Context: an optimization exercise on an open-source flow, tuned for a short achievable clock period and few clock cycles. The choices shown serve that exercise and are no tape-out recipe.
No activity file was given, so power comes from the tool's default toggle rates.

main:
## pipelined_cpu
module pipelined_cpu(
    input clk,
    input rst_n,
    output [15:0]imem_addr,
    input [31:0]imem_rdata,
    output [15:0]dmem_addr,
    output dmem_we,
    output [31:0]dmem_wdata,
    input [31:0]dmem_rdata,
    output debug_wb_have_inst,
    output [31:0]debug_wb_pc,
    output debug_wb_ena,
    output [4:0]debug_wb_reg,
    output [31:0]debug_wb_value
    );
Settings: LEC_CHECK=0, CAP_MARGIN=40, CORE_MARGIN=2, CORE_UTILIZATION=35, SLEW_MARGIN=40; clock period 9.0 ns.
standard.sh (not shown) runs the stock make flow with config.mk's settings and CLKGATE_MAP_FILE= SYNTH_SCRIPT=/design/flow/synth_recipe.tcl, a recipe that flattens the netlist after the stock synthesis.
==> flow/flow/run.sh <==
#!/bin/bash
# Standard layout with three changes, all in how the layout is made:
#  - ABC maps the logic against a delay target (flow/abc_speed.script replaces ORFS's);
#  - timing repair aims at a tighter setup margin;
#  - each timing repair runs a second time, to continue from where the first stopped.
# Everything else is ORFS's own scripts, copied unchanged.
set -euo pipefail
rm -rf scripts_mod
cp -r "$FLOW_HOME/scripts" scripts_mod
cp flow/abc_speed.script scripts_mod/abc_speed.script
sed -i '0,/^  log_cmd repair_timing {\*}\$additional_args$/s//  log_cmd repair_timing {*}$additional_args\n  log_cmd repair_timing {*}$additional_args/' scripts_mod/util.tcl
bash standard.sh SCRIPTS_DIR="$PWD/scripts_mod" SETUP_SLACK_MARGIN=6.5 finish > standard_flow.log 2>&1
==> flow/flow/abc_speed.script <==
strash
dch -f
map -D 1500
buffer -p
upsize -D 1500
dnsize -D 1500
stime -p
main completed every stage of the flow, and the final layout passed the timing, DRC and antenna checks.
The following lists how the feature branch was set up differently from main:
--- a/flow/flow/run.sh
+++ b/flow/flow/run.sh
@@ -12 +12 @@
-bash standard.sh SCRIPTS_DIR="$PWD/scripts_mod" SETUP_SLACK_MARGIN=6.5 finish > standard_flow.log 2>&1
+bash standard.sh SCRIPTS_DIR="$PWD/scripts_mod" SETUP_SLACK_MARGIN=6.0 finish > standard_flow.log 2>&1
==> comparison <==
main → the feature branch: total number of nets in the final design shows a reduction of 274, data-path buffer share of cell area in the final layout shows a reduction of 1.5 points, final routed wirelength across all metal layers shows no meaningful change. The feature branch vs. main: total design power went down by 1.5%. [the feature branch] number of iterations in the first detailed-routing pass fell 2 relative to main. Worst setup slack after layout: main vs the feature branch — no meaningful difference. Across both runs, portion of total power attributed to combinational logic was lower for the feature branch than for main.
No functional check of the RTL was part of any run of this note.

========
Setup of run A:
Another version of the RTL of pipelined_cpu (not shown whole).
For scale: about 2,600 flip-flops, ~200 I/O pins.
## pipelined_cpu
module pipelined_cpu(
    input clk,
    input rst_n,
    output [15:0]imem_addr,
    input [31:0]imem_rdata,
    output [15:0]dmem_addr,
    output dmem_we,
    output [31:0]dmem_wdata,
    input [31:0]dmem_rdata,
    output debug_wb_have_inst,
    output [31:0]debug_wb_pc,
    output debug_wb_ena,
    output [4:0]debug_wb_reg,
    output [31:0]debug_wb_value
    );
    integer j;
    reg [31:0] pc_f_n;
    reg [15:0] imem_q;
    reg [15:0] bidx_q;          
    reg [31:0] m_res_n;
    reg [15:0] dmem_q;
    wire [31:0] pc_f = ~pc_f_n;
    wire [31:0] m_res = ~m_res_n;
    reg [32*32-1:0] rfv;        
    reg        bt_v   [0:15];
    reg [11:0] bt_tag [0:15];
    reg [15:0] bt_tgt [0:15];
    reg        bt_jal [0:15];
    reg [1:0]  bt_ctr [0:15];
    reg        bt_fd   [0:15];  
    reg        bt_zr   [0:15];  
    reg [4:0]  bt_zrs  [0:15];  
    reg [2:0]  bt_ztt  [0:15];  
    reg [31:0] rf_z, rf_n;      
    reg [16:0] bt_k   [0:15];   
    reg        e_valid, e_squash;
    reg [31:0] e_pc, e_link, e_timm;
    reg [15:0] e_link_oh;       
    reg [31:0] e_a, e_b, e_sd;
    reg [31:0] e_ca, e_cb;      
    reg [4:0]  e_shl, e_shr, e_sha;    
    reg        e_sd_late, e_a_late, e_b_late;
    reg        e_wen, e_ld, e_st, e_br, e_jal, e_jalr, e_pred, e_bhit;
    reg [16:0] e_k;             
    reg        e_beq, e_bne, e_blt, e_bge;
    reg [4:0]  e_rd;
  ...
clock: 9.0 ns
lec_check: 0
cap_margin: 20
core_margin: 2
core_utilization: 45
slew_margin: 20
==> flow/flow/run.sh <==
#!/bin/bash
# Standard layout with two changes: ABC maps the logic against a delay target
# (flow/abc_speed.script replaces ORFS's), and timing repair aims at a tighter
# setup margin. Everything else is ORFS's own scripts, copied unchanged.
set -euo pipefail
rm -rf scripts_mod
cp -r "$FLOW_HOME/scripts" scripts_mod
cp flow/abc_speed.script scripts_mod/abc_speed.script
bash standard.sh SCRIPTS_DIR="$PWD/scripts_mod" SETUP_SLACK_MARGIN=6.5 finish > standard_flow.log 2>&1
Scripts as last shown in full above: flow/flow/abc_speed.script
Run A finished end to end and its layout was clean on timing, DRC and antenna.
> inputs changed (run A -> run B)
Settings: CORE_UTILIZATION now 40, was 45.
[summary]
Summary — global placement routability congestion, run B relative to run A: higher, by about 2.7%.
| cell area | run B vs run A | worse |
Total power of run A is on par with run B.
[compare] base=run A new=run B: post-synthesis area per instance did not really move; area growth from synthesis to layout went up; post-placement setup slack went down; total of cells resized after clock tree synthesis went up.
Of run B and run A, it is run B that has the higher critical path depth.
Input-level comparison between run C and run B:
Settings: swapping 40 for 55 in CORE_UTILIZATION.
==> comparison <==
FAIL run C @ global routing (5_1_grt): tool exited with error
Portion of netlist area occupied by mux cells: run C vs run B identical
When run C is set beside run B, its total placed cells including tap cells turns out to be about 7% smaller.
In the flow results for run B and run C, the half-perimeter wire length after placement is larger on run C.
On worst setup slack before clock tree synthesis: between run B and run C, it ends up higher for run C.
Going from run B to run C, effective utilization at floorplan picked up an extra 15 points, synthesized-area fraction occupied by ao, oa, aoi and oai cells saw little to no change.
Measured against each other, run B and run C differ in die span in y, the lower figure coming from run C.
Diff run B and run C: count of cells resized by post-cts repair higher in run B
Function was not checked in any run of this note: the RTL went through the layout flow alone.

separate check: timing with driven ports:
No port has a modelled driver above. Below, the same layouts with a new extraction and two added sets of constraints. Step 1 (the two cells are an assumption about what drives the block):
set clk [get_ports {clk}]
set_driving_cell -lib_cell sky130_fd_sc_hd__clkbuf_16 $clk
set_driving_cell -lib_cell sky130_fd_sc_hd__buf_2 [delete_from_list [all_inputs] $clk]
Step 2 moves the port delays by t, midway between the first and last clock arrival at a register: inputs arrive t later, outputs are due t later. That takes back most of the time a late clock gives input paths. Three values: no drivers, after step 1, after step 2; two values: the first two.
run | t (ns) | slack for setup (ns) | hold slack, ns | clock arrival spread, ns | cell pins on the clock port's net
main | 1.080 | 5.427 / 5.157 / 4.077 | 0.323 / 0.323 / 0.323 | 0.098 / 0.098 | 1
the feature branch | 1.101 | 5.427 / 5.290 / 4.189 | 0.292 / 0.292 / 0.292 | 0.108 / 0.108 | 1
run A | 1.027 | 5.288 / 5.137 / 4.109 | 0.323 / 0.323 / 0.323 | 0.067 / 0.067 | 1
run B | 1.034 | 5.464 / 5.272 / 4.238 | 0.307 / 0.307 / 0.307 | 0.090 / 0.090 | 1
After both steps setup and hold are still met in every run listed. For main, which loses most, drivers alone change the setup slack by -0.270 ns; drivers and shift together by -1.350 ns.
